This design comes from an exercise in tuning for small area and a short achievable clock period on the open sky130 flow, not from production work.
Only simulation tests tie the RTL to the original design; equivalence was not proved.
The flow treats the clock pin as an ideal source. Dropping or thinning the clock tree relies on that and would not hold on a real chip.
Power figures rest on the tool's default switching activity, not on a simulated workload.

the previous run:
==> flow/design.v <==
module Col0_Links (
    input  [23:0] p,
    output [11:0] l     
);
    wire [1:0] d [0:7];
    genvar k;
    generate for (k = 0; k < 8; k = k + 1) begin : g_d
        assign d[k] = p[3*k+1 +: 2];
    end endgenerate
    assign l[0]  = (d[0] == d[3]) | (d[1] == d[2]);
    assign l[1]  = (d[0] == d[2]) | (d[1] == d[3]);
    assign l[2]  = (d[0] == d[5]) | (d[1] == d[4]);
    assign l[3]  = (d[0] == d[4]) | (d[1] == d[5]);
    assign l[4]  = (d[0] == d[7]) | (d[1] == d[6]);
    assign l[5]  = (d[0] == d[6]) | (d[1] == d[7]);
    assign l[6]  = (d[2] == d[5]) | (d[3] == d[4]);
    assign l[7]  = (d[2] == d[4]) | (d[3] == d[5]);
    assign l[8]  = (d[2] == d[7]) | (d[3] == d[6]);
    assign l[9]  = (d[2] == d[6]) | (d[3] == d[7]);
    assign l[10] = (d[4] == d[7]) | (d[5] == d[6]);
    assign l[11] = (d[4] == d[6]) | (d[5] == d[7]);
endmodule
module Col0_Settings (
    input  [11:0] l,
    output [2:0]  s0       
);
    wire bs01 = l[0],  bd01 = l[1],  bs02 = l[2],  bd02 = l[3];
    wire bs03 = l[4],  bd03 = l[5],  bs12 = l[6],  bd12 = l[7];
    wire bs13 = l[8],  bd13 = l[9],  bs23 = l[10], bd23 = l[11];
    wire f0_1 = bd01 | (bs02 & bd12) | (bd02 & bs12) | (bs03 & bd13) | (bd03 & bs13);
    wire f1_2 = bs02 | (bs01 & bs12) | (bd01 & bd12) | (bs03 & bs23) | (bd03 & bd23);
    wire f0_2 = bd02 | (bs01 & bd12) | (bd01 & bs12) | (bs03 & bd23) | (bd03 & bs23);
    wire f1_3 = bs03 | (bs01 & bs13) | (bd01 & bd13) | (bs02 & bs23) | (bd02 & bd23);
    wire f0_3 = bd03 | (bs01 & bd13) | (bd01 & bs13) | (bs02 & bd23) | (bd02 & bs23);
    wire s1 = ~f0_1;
    wire s2 = f1_2 | ~(f0_2 | bd12);
    wire s3 = f1_3 | ~(f0_3 | bd13 | (bd23 & ~bs13));
    assign s0 = {s3, s2, s1};
endmodule
module Sub_Route (
    input [1:0] g0,
    input       g1h,
    input [1:0] g2,
    input       g3l,
    output [4:0] s     
);
    wire c11 = g2[1] ^ g0[1];
    wire a   = ~g0[0];
    wire b   = c11 ? ~g2[0] : ~g3l;
    assign s[0] = c11;
    assign s[1] = ~g0[1];
    assign s[2] = ~g1h;
    assign s[3] = g0[1] ? b : a;
    assign s[4] = g0[1] ? a : b;
endmodule
module Rest_Route (
    input  [23:0] p,
    input  [2:0]  s,
    input  [2:0]  sn,
    output [16:0] q     
);
    wire [3:0] sx  = {s, 1'b1};
    wire [3:0] sxn = {sn, 1'b0};
    wire [7:0] su;      
    wire [3:0] lu;      
    wire [5:0] sl;      
    genvar r;
    generate for (r = 0; r < 4; r = r + 1) begin : g_u
        assign su[2*r +: 2] = ({2{sx[r]}} & p[6*r+1 +: 2]) | ({2{sxn[r]}} & p[6*r+4 +: 2]);
        assign lu[r]        = (sx[r] & p[6*r])             | (sxn[r] & p[6*r+3]);
    end endgenerate
    assign sl[1:0] = p[5:4];                                           
    assign sl[2]   = (sx[1] & p[11])            | (sxn[1] & p[8]);           
    assign sl[4:3] = ({2{sx[2]}} & p[17:16])    | ({2{sxn[2]}} & p[14:13]);  
    assign sl[5]   = (sx[3] & p[22])            | (sxn[3] & p[19]);          
    wire [3:0] t;
    genvar j;
    generate for (j = 0; j < 4; j = j + 1) begin : g_t
        assign t[j] = (su[1:0] == j & ~lu[0]) | (su[3:2] == j & ~lu[1]) |
                      (su[5:4] == j & ~lu[2]) | (su[7:6] == j & ~lu[3]);
    end endgenerate
    wire [4:0] bu, bl;
    Sub_Route u(.g0(su[1:0]), .g1h(su[3]), .g2(su[5:4]), .g3l(su[6]), .s(bu));
    Sub_Route l(.g0(sl[1:0]), .g1h(sl[2]), .g2(sl[4:3]), .g3l(sl[5]), .s(bl));
    assign q = {t, s, bl, bu};
endmodule
module Benes_8p (input wire [2:0] mp0, mp1, mp2, mp3, mp4, mp5, mp6, mp7,
    input clk,
    output wire [19:0] state
);
    wire [23:0] p0 = {mp7, mp6, mp5, mp4, mp3, mp2, mp1, mp0};
    wire [11:0] l_w;
    Col0_Links c0l(.p(p0), .l(l_w));
    reg [23:0] p1;
    reg [11:0] l1;
    always @(posedge clk) begin
        p1 <= p0;
        l1 <= l_w;
    end
    wire [2:0] s0_w;
    Col0_Settings c0s(.l(l1), .s0(s0_w));
    reg [23:0] p2;
    reg [2:0]  s0_2, s0n_2;
    always @(posedge clk) begin
        p2     <= p1;
        s0_2   <= s0_w;
        s0n_2  <= ~s0_w;
    end
    wire [16:0] q_w;
    Rest_Route rr(.p(p2), .s(s0_2), .sn(s0n_2), .q(q_w));
    reg [16:0] q3, q4, q5, q6, q7;
    always @(posedge clk) begin
        q3 <= q_w;
        q4 <= q3;
        q5 <= q4;
        q6 <= q5;
        q7 <= q6;
    end
    assign state[0]  = 1'b1;
    assign state[1]  = 1'b1;
    assign state[2]  = q7[1];
    assign state[3]  = q7[3];
    assign state[4]  = q7[13];
    assign state[5]  = q7[10];
    assign state[6]  = q7[0];
    assign state[7]  = q7[2];
    assign state[8]  = q7[4];
    assign state[9]  = q7[14];
    assign state[10] = q7[11];
    assign state[11] = 1'b1;
    assign state[12] = q7[6];
    assign state[13] = q7[8];
    assign state[14] = q7[15];
    assign state[15] = q7[12];
    assign state[16] = q7[5];
    assign state[17] = q7[7];
    assign state[18] = q7[9];
    assign state[19] = q7[16];
endmodule
Settings: LEC_CHECK=0, ABC_AREA=1, CAP_MARGIN=20, CORE_MARGIN=2, CORE_UTILIZATION=70, SETUP_SLACK_MARGIN=1.3, SLEW_MARGIN=20; clock period 2.5 ns.
standard.sh (not shown) runs the stock make flow with config.mk's settings and CLKGATE_MAP_FILE= SYNTH_SCRIPT=/design/flow/synth_recipe.tcl, a recipe that flattens the netlist after the stock synthesis.
==> flow/flow/run.sh <==
#!/bin/bash
# The standard layout, with the clock tree built by flow/clock_tree.tcl (a
# tree with up to FLOW_CTS_LEAF registers per leaf buffer) in
# place of TritonCTS's.
set -euo pipefail
here=$(pwd)
export FLOW_CTS_LEAF=${FLOW_CTS_LEAF:-38}
export FLOW_CLOCK_PORT=clk
bash standard.sh "PRE_CTS_TCL=$here/flow/clock_tree.tcl" "POST_CTS_TCL=$here/flow/output_stage.tcl" "BUFFER_PORTS_ARGS=-buffer_cell sky130_fd_sc_hd__buf_2" finish > "$here/make_finish.log" 2>&1
test -f out/final.def
==> flow/flow/output_stage.tcl <==
# Run as ORFS's POST_CTS_TCL hook: size up the registers that drive the
# outputs and the buffers between them and the output ports, the paths that
# set the period once the rest is fast enough.
foreach inst [get_cells q7*] {
  replace_cell $inst sky130_fd_sc_hd__dfxtp_2
}
foreach bterm [[ord::get_db_block] getBTerms] {
  if {![string match "state*" [$bterm getName]] || [$bterm getNet] == "NULL"} { continue }
  foreach it [[$bterm getNet] getITerms] {
    if {![$it isOutputSignal]} { continue }
    set inst [$it getInst]
    if {[string match "sky130_fd_sc_hd__buf_*" [[$inst getMaster] getName]]} {
      replace_cell [$inst getName] sky130_fd_sc_hd__buf_4
    }
  }
}
detailed_placement
Other scripts of this flow, unchanged in this note and not shown: flow/flow/clock_tree.tcl
### the previous run -> the current run
# the previous run
export LEC_CHECK = 0
export ABC_AREA = 1
export CAP_MARGIN = 20
export CORE_MARGIN = 2
export CORE_UTILIZATION = 70
export SETUP_SLACK_MARGIN = 1.3
export SLEW_MARGIN = 20
create_clock -name core_clock -period 2.5 [get_ports {clk}]
# the current run
export LEC_CHECK = 0
export CAP_MARGIN = 20
export CORE_MARGIN = 2
export CORE_UTILIZATION = 40
export SETUP_SLACK_MARGIN = 1.4
export SLEW_MARGIN = 20
create_clock -name core_clock -period 2.5 [get_ports {clk}]
-- flow/flow/run.sh --
<<< the previous run, line 9
bash standard.sh "PRE_CTS_TCL=$here/flow/clock_tree.tcl" "POST_CTS_TCL=$here/flow/output_stage.tcl" "BUFFER_PORTS_ARGS=-buffer_cell sky130_fd_sc_hd__buf_2" finish > "$here/make_finish.log" 2>&1
>>> the current run, line 9
bash standard.sh "PRE_CTS_TCL=$here/flow/clock_tree.tcl" finish > "$here/make_finish.log" 2>&1
removed: flow/flow/output_stage.tcl
==> comparison <==
Power in combinational cells in the current run is 21% above the previous run. Compared with the previous run, the current run shows summed area of non-filler cells in the final layout higher by 7.2%. The current run against the previous run: share of the synthesized area in compound gates (AO/OA/AOI/OAI) increased 5.6 points; average instance area after synthesis increased 14%. Number of cells in the finished layout apart from fillers in the current run is about 4.3% higher than in the previous run. Looking at number of buffer and inverter stages on the critical path, the current run sits 1 below the previous run. Sort the previous run and the current run by sequential share of power asc -> top: the current run. The current run — met1 routing resource usage after global routing 8.8 points lower, the previous run as reference. The current run gives less switching portion of total power than the previous run did.
No run of this note takes its clock network from TritonCTS; it comes from the design's own scripts or RTL.


run a:
Starts from the design.v that is shown in full above.
export LEC_CHECK = 0
export CAP_MARGIN = 20
export CORE_MARGIN = 2
export CORE_UTILIZATION = 60
export SETUP_SLACK_MARGIN = 1.35
export SLEW_MARGIN = 20
create_clock -name core_clock -period 2.5 [get_ports {clk}]
==> flow/flow/run.sh <==
#!/bin/bash
# The standard layout, with the clock tree built by flow/clock_tree.tcl (a
# tree with up to FLOW_CTS_LEAF registers per leaf buffer) in
# place of TritonCTS's.
set -euo pipefail
here=$(pwd)
export FLOW_CTS_LEAF=${FLOW_CTS_LEAF:-38}
export FLOW_CLOCK_PORT=clk
bash standard.sh "PRE_CTS_TCL=$here/flow/clock_tree.tcl" finish > "$here/make_finish.log" 2>&1
test -f out/final.def
Other scripts of this flow, unchanged in this note and not shown: flow/flow/clock_tree.tcl
Edits applied to the flow inputs when going from run a to run b:
--- a/flow/flow/run.sh
+++ b/flow/flow/run.sh
@@ -9 +9 @@
-bash standard.sh "PRE_CTS_TCL=$here/flow/clock_tree.tcl" finish > "$here/make_finish.log" 2>&1
+bash standard.sh "PRE_CTS_TCL=$here/flow/clock_tree.tcl" "BUFFER_PORTS_ARGS=-buffer_cell sky130_fd_sc_hd__buf_2" finish > "$here/make_finish.log" 2>&1
--- a/flow/config.mk
+++ b/flow/config.mk
@@ -7,0 +8 @@
+export ABC_AREA = 1
@@ -10,2 +11,3 @@
-export CORE_UTILIZATION = 60
-export SETUP_SLACK_MARGIN = 1.35
+export CORE_UTILIZATION = 70
+export PLACE_DENSITY = 0.9
+export SETUP_SLACK_MARGIN = 1.3
Notes after the runs:
Minimum clock period improves in run b relative to run a.
End point of the critical path: state[3] -> run b, q3[4]$_DFF_P_ -> run a
In run b the post-synthesis instance area turned out 2.4% higher than in run a.
Area growth from synthesis to layout in run b is 5.8 points lower than in run a
Run a has lower via-per-instance ratio than run b.
Number of buffers inserted by port buffering came out exactly the same in run b and run a.
When run b is measured against run a, its combinational fraction of design power turns out 0.6 points lower.
NOTE wire length of the first global-routing pass run a->run b increased by more than 10%
The global-route usage in run b sits 4.7 points above the value recorded for run a.
Met2 track demand over resource in global routing in run b vs run a: up 13 points
In every run of this note, the design's own scripts or RTL, not TritonCTS, make the clock network.


v6:
// Benes_8p: RTL as listed in full above, without the edits since
Settings: LEC_CHECK=0, CAP_MARGIN=20, CORE_MARGIN=2, CORE_UTILIZATION=60, SETUP_SLACK_MARGIN=1.3, SLEW_MARGIN=20; clock period 2.5 ns.
==> flow/flow/run.sh <==
#!/bin/bash
# The standard layout, with the clock tree built by flow/clock_tree.tcl (a
# tree with up to FLOW_CTS_LEAF registers per leaf buffer) in
# place of TritonCTS's.
set -euo pipefail
here=$(pwd)
export FLOW_CTS_LEAF=${FLOW_CTS_LEAF:-38}
export FLOW_CLOCK_PORT=clk
bash standard.sh "PRE_CTS_TCL=$here/flow/clock_tree.tcl" finish > "$here/make_finish.log" 2>&1
test -f out/final.def
Other scripts of this flow, unchanged in this note and not shown: flow/flow/clock_tree.tcl
> inputs changed (v6 -> v7)
# v6
export LEC_CHECK = 0
export CAP_MARGIN = 20
export CORE_MARGIN = 2
export CORE_UTILIZATION = 60
export SETUP_SLACK_MARGIN = 1.3
export SLEW_MARGIN = 20
create_clock -name core_clock -period 2.5 [get_ports {clk}]
# v7
export LEC_CHECK = 0
export ABC_AREA = 1
export CAP_MARGIN = 20
export CORE_MARGIN = 2
export CORE_UTILIZATION = 70
export SETUP_SLACK_MARGIN = 1.3
export SLEW_MARGIN = 20
create_clock -name core_clock -period 2.5 [get_ports {clk}]
-- flow/flow/run.sh --
<<< v6, line 7
export FLOW_CTS_LEAF=${FLOW_CTS_LEAF:-38}
export FLOW_CLOCK_PORT=clk
bash standard.sh "PRE_CTS_TCL=$here/flow/clock_tree.tcl" finish > "$here/make_finish.log" 2>&1
test -f out/final.def
>>> v7, line 7
export FLOW_CTS_LEAF=${FLOW_CTS_LEAF:-38}
export FLOW_CLOCK_PORT=clk
bash standard.sh "PRE_CTS_TCL=$here/flow/clock_tree.tcl" "BUFFER_PORTS_ARGS=-buffer_cell sky130_fd_sc_hd__buf_2" RECOVER_POWER=100 finish > "$here/make_finish.log" 2>&1
test -f out/final.def
### Flow results
Of the two values seen for cell type of the slowest stage on the worst timing path, dfxtp_4 was produced by v6 and dfxtp_1 by v7.
From v6 to v7 the numbers moved as follows: cell count now sits higher, combinational power now sits lower.
Overall power after layout: v7 < v6
Diff v6 -> v7: largest fanout on the critical path decreased by 5 relative to the old numbers; global-route usage increased by 1.7 points relative to the old numbers; routed wire length per instance decreased by 1.5 um relative to the old numbers.
[v7] floorplan core area fell 830 um2 relative to v6
Compared with v6, in v7 worst-case hold slack climbed 0.0040 ns, area after synthesis climbed about 2.4%.
In every run of this note, the design's own scripts or RTL, not TritonCTS, make the clock network.


build 49:
// Benes_8p: RTL as listed in full above, without the edits since
Settings: LEC_CHECK=0, ABC_AREA=1, CAP_MARGIN=20, CORE_MARGIN=2, CORE_UTILIZATION=70, PLACE_DENSITY=0.75, SETUP_SLACK_MARGIN=1.3, SLEW_MARGIN=20; clock period 2.5 ns.
==> flow/flow/run.sh <==
#!/bin/bash
# The standard layout, with the clock tree built by flow/clock_tree.tcl (a
# tree with up to FLOW_CTS_LEAF registers per leaf buffer) in
# place of TritonCTS's.
set -euo pipefail
here=$(pwd)
export FLOW_CTS_LEAF=${FLOW_CTS_LEAF:-38}
export FLOW_CLOCK_PORT=clk
bash standard.sh "PRE_CTS_TCL=$here/flow/clock_tree.tcl" "BUFFER_PORTS_ARGS=-buffer_cell sky130_fd_sc_hd__buf_2" finish > "$here/make_finish.log" 2>&1
test -f out/final.def
Other scripts of this flow, unchanged in this note and not shown: flow/flow/clock_tree.tcl
[inputs] build 61 vs build 49
Settings: removing PLACE_DENSITY (formerly 0.75); removing ABC_AREA (formerly 1); changing CORE_UTILIZATION from 70 to 75.
diff --git a/flow/flow/run.sh b/flow/flow/run.sh
--- a/flow/flow/run.sh
+++ b/flow/flow/run.sh
@@ -8,3 +8,3 @@
 export FLOW_CLOCK_PORT=clk
-bash standard.sh "PRE_CTS_TCL=$here/flow/clock_tree.tcl" "BUFFER_PORTS_ARGS=-buffer_cell sky130_fd_sc_hd__buf_2" finish > "$here/make_finish.log" 2>&1
+bash standard.sh "PRE_CTS_TCL=$here/flow/clock_tree.tcl" finish > "$here/make_finish.log" 2>&1
 test -f out/final.def
## What came out
register to output port as the classification of the worst setup path was reported by build 49, and register to register by build 61. From build 49 to build 61 the numbers moved as follows: final routed wirelength across all metal layers increased about 70%; post-route non-filler standard cell count went down about 9%; total number of nets in the final design has decreased.
#### Input delta (build 32 over build 61)
Settings: an added ABC_AREA of 1; a change of CORE_UTILIZATION from 75 to 70.
diff --git a/flow/flow/run.sh b/flow/flow/run.sh
--- a/flow/flow/run.sh
+++ b/flow/flow/run.sh
@@ -8,3 +8,3 @@
 export FLOW_CLOCK_PORT=clk
-bash standard.sh "PRE_CTS_TCL=$here/flow/clock_tree.tcl" finish > "$here/make_finish.log" 2>&1
+bash standard.sh "PRE_CTS_TCL=$here/flow/clock_tree.tcl" "POST_CTS_TCL=$here/flow/output_stage.tcl" "BUFFER_PORTS_ARGS=-buffer_cell sky130_fd_sc_hd__buf_2" finish > "$here/make_finish.log" 2>&1
 test -f out/final.def
==> flow/flow/output_stage.tcl (new file) <==
# Run as ORFS's POST_CTS_TCL hook: size up the registers that drive the
# outputs and the buffers between them and the output ports, the paths that
# set the period once the rest is fast enough.
foreach inst [get_cells q7*] {
  replace_cell $inst sky130_fd_sc_hd__dfxtp_4
}
foreach bterm [[ord::get_db_block] getBTerms] {
  if {![string match "state*" [$bterm getName]] || [$bterm getNet] == "NULL"} { continue }
  foreach it [[$bterm getNet] getITerms] {
    if {![$it isOutputSignal]} { continue }
    set inst [$it getInst]
    if {[string match "sky130_fd_sc_hd__buf_*" [[$inst getMaster] getName]]} {
      replace_cell [$inst getName] sky130_fd_sc_hd__buf_6
    }
  }
}
detailed_placement
==> run notes <==
- The proportion of cell area occupied by multi-input gates reported for build 32 is smaller than that of build 61 by 0.79 points.
- Area of the multi-input gates: build 32 vs build 61 down about 4%
- Lower layout overhead on the synthesized area among build 61 and build 32: build 32
- Worst hold-check slack was higher in the run labelled build 61.
- Net switching power of build 32 falls short of that of build 61 by more than 10%.
- Die span in x grows by a few percent when moving from build 61 to build 32.
- Build 32 ended with more synthesized area than build 61.
- Build 32 reached the end of the flow, and the finished layout is clean on the timing, design-rule and antenna checks.
- Of build 61 and build 32, build 61 shows the higher met1 layer usage reported by global route, with build 32 below it.
- Largest family of logic cells by synthesized area = simple AND/OR/NAND/NOR gates: build 32; largest family of logic cells by synthesized area = XOR/XNOR gates: build 61
- Against build 61, build 32 comes in 16 points lower on final period utilization.
In every run of this note, the design's own scripts or RTL, not TritonCTS, make the clock network.

separate check: timing with driven ports:
Ports are ideal in the flow. The routed layouts listed here were re-timed in OpenROAD. Step 1 assumes that a clkbuf_16 drives the clock port and a buf_2 every other input. Step 2 moves the port delays by t, midway between the first and last clock arrival at a register: inputs arrive t later, outputs are due t later. That takes back most of the time a late clock gives input paths. Three values: ideal, step 1, step 2; two values: the first two.
run | t (ns) | setup WS [ns] | worst hold slack (ns) | worst register clock-pin slew, ns | pins driven straight from the clock port
the previous run | 0.250 | 1.363 / 1.289 / 1.389 | 0.335 / 0.335 / 0.335 | 0.12 / 0.12 | 4
the current run | 0.251 | 1.263 / 1.263 / 1.244 | 0.334 / 0.334 / 0.334 | 0.13 / 0.13 | 4
run a | 0.245 | 1.280 / 1.280 / 1.243 | 0.334 / 0.334 / 0.334 | 0.12 / 0.12 | 4
run b | 0.245 | 1.366 / 1.294 / 1.362 | 0.331 / 0.331 / 0.331 | 0.12 / 0.12 | 4
v6 | 0.250 | 1.293 / 1.292 / 1.131 | 0.335 / 0.335 / 0.335 | 0.12 / 0.12 | 4
v7 | 0.248 | 1.343 / 1.270 / 1.170 | 0.339 / 0.339 / 0.339 | 0.12 / 0.12 | 4
build 49 | 0.248 | 1.367 / 1.294 / 1.384 | 0.336 / 0.336 / 0.336 | 0.12 / 0.12 | 4
build 61 | 0.257 | 0.962 / 0.962 / 0.962 | 0.338 / 0.338 / 0.338 | 0.12 / 0.13 | 4
build 32 | 0.246 | 1.351 / 1.278 / 1.387 | 0.333 / 0.333 / 0.333 | 0.12 / 0.12 | 4
After both steps every run listed still meets setup and hold. The setup slack of v7, which loses most, moves by -0.073 ns with the drivers and by -0.173 ns with both steps.
